What follows belongs to an exercise in optimizing a design on an open flow for small area, a short achievable clock period and few clock cycles per item; a production flow would make more cautious choices.
Function was checked by simulation only, so behaviour that the tests miss may differ from the original.

==> flow/design.v, too long to show whole: its modules and the start of the top module <==
// module nr_div: 1557 lines
module nr_div (
    input rstn,
    input clk,
    input [23:0] d,
    input in_valid,
    output reg in_ready,
    output reg [23:0] out,
    output reg out_valid,
    input out_ready
);
  // ...
==> flow/run.sh <==
#!/bin/bash
# synth_recipe.tcl (not shown) runs the flow's synth.tcl, then flattens the netlist and writes it again
# the make line also repeats each setting of config.mk as NAME=value (left out here)
make -C /OpenROAD-flow-scripts/flow DESIGN_CONFIG=/design/flow/config.mk WORK_HOME=/design/flow/orfs CLKGATE_MAP_FILE= SYNTH_SCRIPT=/design/flow/synth_recipe.tcl finish
==> flow/config.mk <==
export PLATFORM = sky130hd
export DESIGN_NAME = nr_div
export DESIGN_NICKNAME = nr_div
export VERILOG_FILES = /design/flow/design.v
export SDC_FILE = /design/flow/constraint.sdc
export NUM_CORES = 4
export LEC_CHECK = 0
export CAP_MARGIN = 20
export CORE_MARGIN = 2
export CORE_UTILIZATION = 40
export SETUP_SLACK_MARGIN = 4.5
export SLEW_MARGIN = 20
==> flow/constraint.sdc <==
create_clock -name core_clock -period 8.0 [get_ports {clk}]
set_input_delay 1.6000 -clock core_clock [delete_from_list [all_inputs] [get_ports {clk}]]
set_output_delay 1.6000 -clock core_clock [all_outputs]
set_load 0.01 [all_outputs]
==> results.sh, run 1 <==
export IMPL_cts_sinks=322
export IMPL_firstDrtPassIters=7
export IMPL_fin_crit_ps=5960
export IMPL_holdBufCountCts=0
export IMPL_min_path_cells=0
export IMPL_fp_dieArea_um2=96200
export IMPL_largest_class="multi-input combinational cells"
export IMPL_hold_viol=0
export IMPL_cts_buffer_depth=3
export IMPL_grt_pass1_wl_um=153000
export IMPL_instances_no_fill=5403
export IMPL_synth_adder_area_share_pct=39.2
export IMPL_setup_slack_ps=2040
export IMPL_synth_simple_area_share_pct=16.3
export IMPL_crit_start="eb5[0]$_DFFE_PP_"
export IMPL_clock_latency_ps=570
export IMPL_mostFrequentLayoutCells="inv_1, fa_1, and2_1, nand2_1, edfxtp_1"
export IMPL_nFlopsAndLatches=322
export IMPL_final_nets=4984
export IMPL_inverters_excl_clock=800
export IMPL_antenna_found_initial=2
export IMPL_grt_util_met2_pct=34.1
export IMPL_outcome="no timing/DRC/antenna violations"
export IMPL_yosysSeqAreaShare_pct=24.8
export IMPL_yosys_register_bits=322
export IMPL_clk_pin_slew_ps=60
export IMPL_cp_max_fo=5
export IMPL_synth_top_family_by_area="adder cells"
export IMPL_synth_most_common_cell="inv_1"
export IMPL_numPortBuffers=53
export IMPL_setup_violations_final=0
export IMPL_hold_path_end="mp4[13]$_DFFE_PP_"
export IMPL_post_route_drc_count=0
export IMPL_multi_input_area_share_pct=58.7
export IMPL_grt_pass1_vias=28000
export IMPL_synth_avg_cell_area_um2=9.93
export IMPL_highest_layer="met4"
export IMPL_r2r_setup_slack_ps=2040
Testbench counts, summed over its fixed seeds: cycles 2,096, items 2,048.
==> inputs of run 2 (changes only) <==
--- a/flow/config.mk
+++ b/flow/config.mk
@@ -8,5 +8,5 @@
 export CAP_MARGIN = 20
 export CORE_MARGIN = 2
 export CORE_UTILIZATION = 40
-export SETUP_SLACK_MARGIN = 4.5
+export SETUP_SLACK_MARGIN = 3
 export SLEW_MARGIN = 20
==> run 2 against run 1 <==
Effect of this change: still clean; setup slack got worse by 99 ps; cell count fell by 1.1%; area after synthesis did not move; critical endpoint is now out[18]$_DFFE_PP_.
==> results.sh, run 2 <==
export IMPL_tightest_slew_ps=1030
export IMPL_vias=26700
export IMPL_ant_nets=0
export IMPL_finalSetupTns_ps=0
export IMPL_worst_path_buf_inv=7
export IMPL_critPathKind="reg2reg"
export IMPL_drt_initial_drc_count=1612
export IMPL_post_place_ws_ps=1520
export IMPL_hold_viol=0
export IMPL_whs_ps=403
export IMPL_cts_buffer_depth=3
export IMPL_syn_inst=3776
export IMPL_period_share_pct=75.7
export IMPL_grt_total_usage_pct=21.3
export IMPL_yosysSeqAreaShare_pct=24.8
export IMPL_instances_no_fill=5346
export IMPL_multi_input_area_um2=26600
export IMPL_hold_class="reg2reg"
export IMPL_maxCapViolCount=0
export IMPL_fmax_ghz=0.165
export IMPL_drv_slew=0
export IMPL_initial_core_util_pct=40.2
export IMPL_setup_slack_ps=1950
export IMPL_reg_top3="d1: 24 flops, out: 24 flops, sk: 24 flops"
export IMPL_place_congestion=0.858
export IMPL_numCtsBuffers=37
export IMPL_num_io_pins=54
export IMPL_vias_per_cell=4.99
export IMPL_synth_common_cells="inv_1, fa_1, and2_1"
export IMPL_crit_family="adder cells"
export IMPL_yosys_warnings=1
export IMPL_fin_skew_ps=38.0
export IMPL_cpMaxStageDelayCell="fa_1"
export IMPL_overflow=0
export IMPL_min_path_cells=0
export IMPL_cp_max_fo=7
export IMPL_required_ps=8320
export IMPL_synth_most_common_cell="inv_1"
export IMPL_clock_latency_ps=570
export IMPL_syn_nets=4639
export IMPL_synth_cell_types=77
export IMPL_slowest_delay_ps=510
export IMPL_core_area_um2=93200
export IMPL_antenna_cells=0
export IMPL_n_fill_cell=8559
export IMPL_async_flop_share_pct=0
export IMPL_critPathMostFrequentCell="fa_1"
export IMPL_grt_pass1_wl_um=159000
export IMPL_firstDrtPassIters=5
export IMPL_outcome="no timing/DRC/antenna violations"
export IMPL_antenna_found_initial=1
export IMPL_cts_sinks=322
export IMPL_yosys_register_bits=322
export IMPL_cts_root_buf="clkbuf_16"
export IMPL_layout_commonest_cell="inv_1"
export IMPL_synth_top_area_share_pct=30.3
export IMPL_ys_flop_type="edfxtp_1"
export IMPL_final_nets=4927
export IMPL_grt_pass1_vias=28200
export IMPL_fp_dieArea_um2=96200
export IMPL_clk_pin_slew_ps=70
export IMPL_layout_drive_gt1_share_pct=17.6
export IMPL_reg2reg_depth=23
export IMPL_synth_avg_cell_area_um2=9.93
export IMPL_setup_violations_final=0
export IMPL_numPortBuffers=53
export IMPL_post_route_drc_count=0
export IMPL_grt_max_degree=81
export IMPL_die_h_um=310
export IMPL_rows=112
export IMPL_mostFrequentLayoutCells="inv_1, fa_1, and2_1, nand2_1, edfxtp_1"
export IMPL_wl_um=99400
export IMPL_cp_start_kind="flop"
export IMPL_crit_arrival_ps=6370
export IMPL_yosysTopAreaCell="fa_1"
export IMPL_rsz0062_at_grt="true"
export IMPL_register_area_um2=9320
export IMPL_synth_edf_count=287
export IMPL_cts_max_level=2
export IMPL_placed_cells=4990
export IMPL_critPathCaptureType="flop"
export IMPL_drt_wirelength_per_cell_um=18.6
export IMPL_fin_crit_ps=6050
export IMPL_crit_chain="buf_6 > and2_4 > fa_1 > inv_1 > fa_1 > inv_2 > fa_1 > inv_1 > fa_1 > inv_2 > ha_4 > or3_1 > o21ai_2 > a21oi_4 > o211a_4 > o31a_1 > or4_4 > a211oi_4 > buf_6 > buf_4 > a31oi_1 > xnor2_1 > mux2_2"
export IMPL_yosys_top_cells_area="fa_1, edfxtp_1, ha_1"
export IMPL_cts_tree="done"
export IMPL_netlist_area_um2=37500
export IMPL_slew_limit_headroom_pct=31.3
export IMPL_areaGrowthSynthToFinish_pct=20.6
export IMPL_place_hpwl_um=69400
export IMPL_cp_depth=23
export IMPL_die_w_um=310
==> run 2: cell counts after synthesis <==
Identical to the previous run, type by type.
==> run 2: worst paths after layout <==
path,end,start,slack (ps)
worst max-delay path,out[18]$_DFFE_PP_,eb5[1]$_DFFE_PP_,1950
worst min-delay path,ex3[6]$_DFFE_PP_,ex2[6]$_DFFE_PP_,400
worst max register to register,out[18]$_DFFE_PP_,eb5[1]$_DFFE_PP_,1950
worst min register to register,ex3[6]$_DFFE_PP_,ex2[6]$_DFFE_PP_,400
==> run 2: per-layer routing <==
metal | share of wire [%] | vias to the layer above | track usage [%]
met1 | 44 | 13600 | 29.3
li1 | - | 12300 | -
met5 | 0 | - | 0
met2 | 48 | 623 | 35.7
met4 | 2.9 | 0 | 5.57
met3 | 5.1 | 135 | 2.38
==> run 2: metrics by stage <==
| stage | cell area, um2 | util [%] |
|---|---|---|
| finish | 45200 | 48.5 |
| global route | 45200 | 48.5 |
| CTS | 43900 | 47.1 |
| detailed placement | 39700 | 42.6 |
| global placement | 39700 | 42.6 |
| floorplan | 38000 | - |
==> run 2: repair_timing <==
item | 4_1_cts | 5_1_grt
hold buffers | 0 | 0
gates cloned | 0 | 1
pin swaps | 116 | 153
setup endpoints to repair | 98 | 90
buffers inserted | 225 | 63
gates resized for setup | 200 | 196
==> run 2: logic make-up (layout without fill, tap and decap cells) <==
logic type,after synthesis,count (layout),synth area share [%]
buffers and inverters,932,1248,9.34
XOR/XNOR,151,151,3.53
adder cells (fa/ha/maj),835,835,39.2
AND/OR/NAND/NOR,1170,1170,16.3
flip-flops,322,322,24.8
multiplexers,35,35,0.997
AO/OA/AOI/OAI,331,331,5.75
==> run 2: area by class of cell <==
cell class / count / share of cell area (%)
Inverter: 800 / 6.64
Multi-Input combinational cell: 2522 / 58.7
Clock buffer: 44 / 2.20
Timing Repair Buffer: 381 / 7.56
Clock inverter: 23 / 0.808
Sequential cell: 322 / 20.6
Tap cell: 1254 / 3.47
==> inputs of run 3 (changes only) <==
--- a/flow/config.mk
+++ b/flow/config.mk
@@ -8,5 +8,4 @@
 export CAP_MARGIN = 20
 export CORE_MARGIN = 2
 export CORE_UTILIZATION = 40
-export SETUP_SLACK_MARGIN = 3
 export SLEW_MARGIN = 20
==> run 3 against run 2 <==
Effect of this change: area after synthesis did not move; worst hold slack got worse by 5.2 ps; critical path depth fell by 5; clock-buffer cell count rose by 4; maximum frequency fell by 12%; via count fell by 6.2%; routed wire length fell by 8.7%; largest cell class unchanged.
==> results.sh, run 3 <==
export IMPL_outcome="no timing/DRC/antenna violations"
export IMPL_fp_dieArea_um2=96200
export IMPL_overflow=0
export IMPL_yosysTopAreaCell="fa_1"
export IMPL_clk_pin_slew_ps=60
export IMPL_synth_top_area_share_pct=30.3
export IMPL_place_hpwl_um=70700
export IMPL_synth_top_family_by_area="adder cells"
export IMPL_grt_pass1_vias=26100
export IMPL_rsz0062_at_grt="false"
export IMPL_drt_initial_drc_count=1584
export IMPL_period_share_pct=85.9
export IMPL_reg_top3="d1: 24 flops, out: 24 flops, sk: 24 flops"
export IMPL_synth_cell_types=77
export IMPL_num_io_pins=54
export IMPL_yosys_top_cells_area="fa_1, edfxtp_1, ha_1"
export IMPL_layout_commonest_cell="inv_1"
export IMPL_finalSetupTns_ps=0
export IMPL_synth_simple_area_share_pct=16.3
export IMPL_synthMuxAreaShare_pct=0.997
export IMPL_min_path_cells=0
export IMPL_crit_arrival_ps=7160
export IMPL_numPortBuffers=53
export IMPL_yosys_warnings=1
export IMPL_grt_max_degree=74
export IMPL_die_w_um=310
export IMPL_post_route_util_pct=43.7
export IMPL_cp_start_kind="flop"
export IMPL_drt_wirelength_per_cell_um=17.9
export IMPL_final_nets=4639
export IMPL_cts_buffer_depth=3
export IMPL_hold_viol=0
export IMPL_syn_inst=3776
export IMPL_reg2reg_depth=18
export IMPL_synth_compound_area_share_pct=5.75
export IMPL_r2r_setup_slack_ps=1130
export IMPL_grt_pass1_wl_um=146000
export IMPL_cts_root_buf="clkbuf_16"
export IMPL_numCtsBuffers=40
export IMPL_worst_path_buf_inv=1
export IMPL_critPathCaptureType="flop"
export IMPL_rows=112
export IMPL_synth_adder_area_share_pct=39.2
export IMPL_drv_slew=0
export IMPL_die_h_um=310
export IMPL_grt_total_usage_pct=19.6
export IMPL_areaGrowthSynthToFinish_pct=8.69
export IMPL_synth_avg_cell_area_um2=9.93
export IMPL_firstDrtPassIters=8
export IMPL_async_flop_share_pct=0
export IMPL_place_congestion=0.843
export IMPL_yosys_register_bits=322
export IMPL_holdBufCountCts=0
export IMPL_ys_flop_type="edfxtp_1"
export IMPL_synth_most_common_cell="inv_1"
export IMPL_hold_class="reg2reg"
export IMPL_yosysSeqAreaShare_pct=24.8
export IMPL_core_area_um2=93200
export IMPL_reg2reg_from="z2[12]$_DFFE_PP_"
export IMPL_vias=25000
export IMPL_cp_max_fo=16
export IMPL_post_cts_setup_buffers=0
export IMPL_setup_slack_ps=1130
export IMPL_initial_core_util_pct=40.2
export IMPL_synth_edf_count=287
export IMPL_synth_common_cells="inv_1, fa_1, and2_1"
export IMPL_cts_resized=0
export IMPL_hp_start="mp3[10]$_DFFE_PP_"
export IMPL_syn_nets=4639
export IMPL_slew_limit_headroom_pct=32.1
export IMPL_crit_chain="nand2_1 > fa_1 > fa_1 > inv_1 > fa_1 > fa_1 > fa_1 > fa_1 > ha_1 > a2111oi_0 > o21ai_0 > a211oi_1 > o31ai_1 > a211oi_1 > o311ai_0 > a31oi_1 > o21bai_1 > xnor2_1"
export IMPL_hold_path_end="mp4[10]$_DFFE_PP_"
export IMPL_n_fill_cell=8977
export IMPL_maxCapViolCount=0
export IMPL_required_ps=8280
export IMPL_antenna_found_initial=1
export IMPL_synth_xor_area_share_pct=3.53
export IMPL_critPathMostFrequentCell="fa_1"
export IMPL_setup_violations_final=0
export IMPL_wl_um=90800
export IMPL_tightest_slew_ps=1020
export IMPL_cpMaxStageDelayCell="edfxtp_1"
export IMPL_critPathKind="reg2reg"
export IMPL_ant_nets=0
export IMPL_mostFrequentLayoutCells="inv_1, fa_1, and2_1, nand2_1, edfxtp_1"
export IMPL_fin_crit_ps=6870
export IMPL_cts_tree="done"
export IMPL_post_place_ws_ps=1010
export IMPL_antenna_cells=0
export IMPL_slowest_delay_ps=650
export IMPL_cts_sinks=322
export IMPL_vias_per_cell=4.94
export IMPL_cts_max_level=2
export IMPL_netlist_area_um2=37500
export IMPL_fin_skew_ps=28.1
export IMPL_crit_family="adder cells"
export IMPL_clock_latency_ps=560
export IMPL_layout_drive_gt1_share_pct=3.86
export IMPL_r2r_end="ea3[11]$_DFFE_PP_"
export IMPL_post_route_drc_count=0
export IMPL_fmax_ghz=0.145
run 3: layout make-up:
cell class	instances	area, um2	area share [%]
tap	1254	1570	3.85
timing repair buffer	90	808	1.98
inverter	800	3000	7.37
multi-input combinational	2522	24700	60.6
clock buffer	48	1070	2.63
sequential	322	9320	22.9
clock inverter	26	288	0.706
run 3: worst max path at each step:
stage | startpoint | end | slack (ps) | cells after the start
finish | z2[12]$_DFFE_PP_ | ea3[11]$_DFFE_PP_ | 1130 | 18
detailed placement | z2[12]$_DFFE_PP_ | ea3[11]$_DFFE_PP_ | 1010 | 18
global placement | z2[13]$_DFFE_PP_ | ea3[11]$_DFFE_PP_ | 1240 | 20
floorplan | ph[0]$_SDFFE_PN0P_ | out[0]$_DFFE_PP_ | 1560 | 9
CTS | z2[12]$_DFFE_PP_ | ea3[11]$_DFFE_PP_ | 980 | 18
global route | z2[13]$_DFFE_PP_ | ea3[11]$_DFFE_PP_ | 580 | 18
run 3: kinds of logic (layout without fill, tap and decap cells):
logic type      Yosys count  after routing
simple gates           1170           1170
buf+inv                 932            964
mux                      35             35
compound gates          331            331
xor+xnor                151            151
flops                   322            322
fa+ha+maj               835            835
run 3: stage by stage:
step           cells  hold slack (ps)  instance area [um2]
2_1_floorplan   3776              400                37500
3_3_place_gp    4988              400                39400
3_5_place_dp    4988              405                39400
4_1_cts         5062              405                40800
5_1_grt         5062              418                40800
6_report        5062              398                40800
run 3: worst reg2reg max path: cells and delay by family (launching register included):
family | cells | cell delay (ps)
AOI/OAI and AO/OA | 8 | 2490
adders and majority gates | 7 | 3150
buffers and inverters | 1 | 70
xor gates and xnor gates | 1 | 130
and+or+nand+nor | 1 | 150
DFF | 1 | 650
run 3: routing by layer:
layer | wire length (um) | track usage, %
met5 | 13 | 0
met3 | 3080 | 1.69
met4 | 1740 | 4.27
met1 | 41100 | 26.4
met2 | 44900 | 34.4

==> what the ideal ports hide <==
The flow's constraints put no driver on any port. The routed layouts listed below were extracted and timed again, unchanged, in two steps.
Step 1 sets driving cells, clkbuf_16 on the clock port and buf_2 on the other inputs (assumed; they add their load-dependent delay and slew).
Step 2 adds t to the input delays and takes it off the output delays; t is the mean of the earliest and latest rising clock arrival at the registers after step 1. Input paths then give back, and output paths get back, about the clock's delay inside the block.
Slacks: no drivers / after step 1 / after step 2; pairs: no drivers / after step 1.
| run | shift t [ns] | slack for setup (ns) | pins driven straight from the clock port |
|---|---|---|---|
| run 1 | 0.615 | 2.045 / 2.045 / 2.045 | 1 |
| run 2 | 0.619 | 1.946 / 1.946 / 1.946 | 1 |
| run 3 | 0.614 | 1.126 / 1.126 / 1.126 | 1 |
After both steps setup and hold are still met in every run listed.
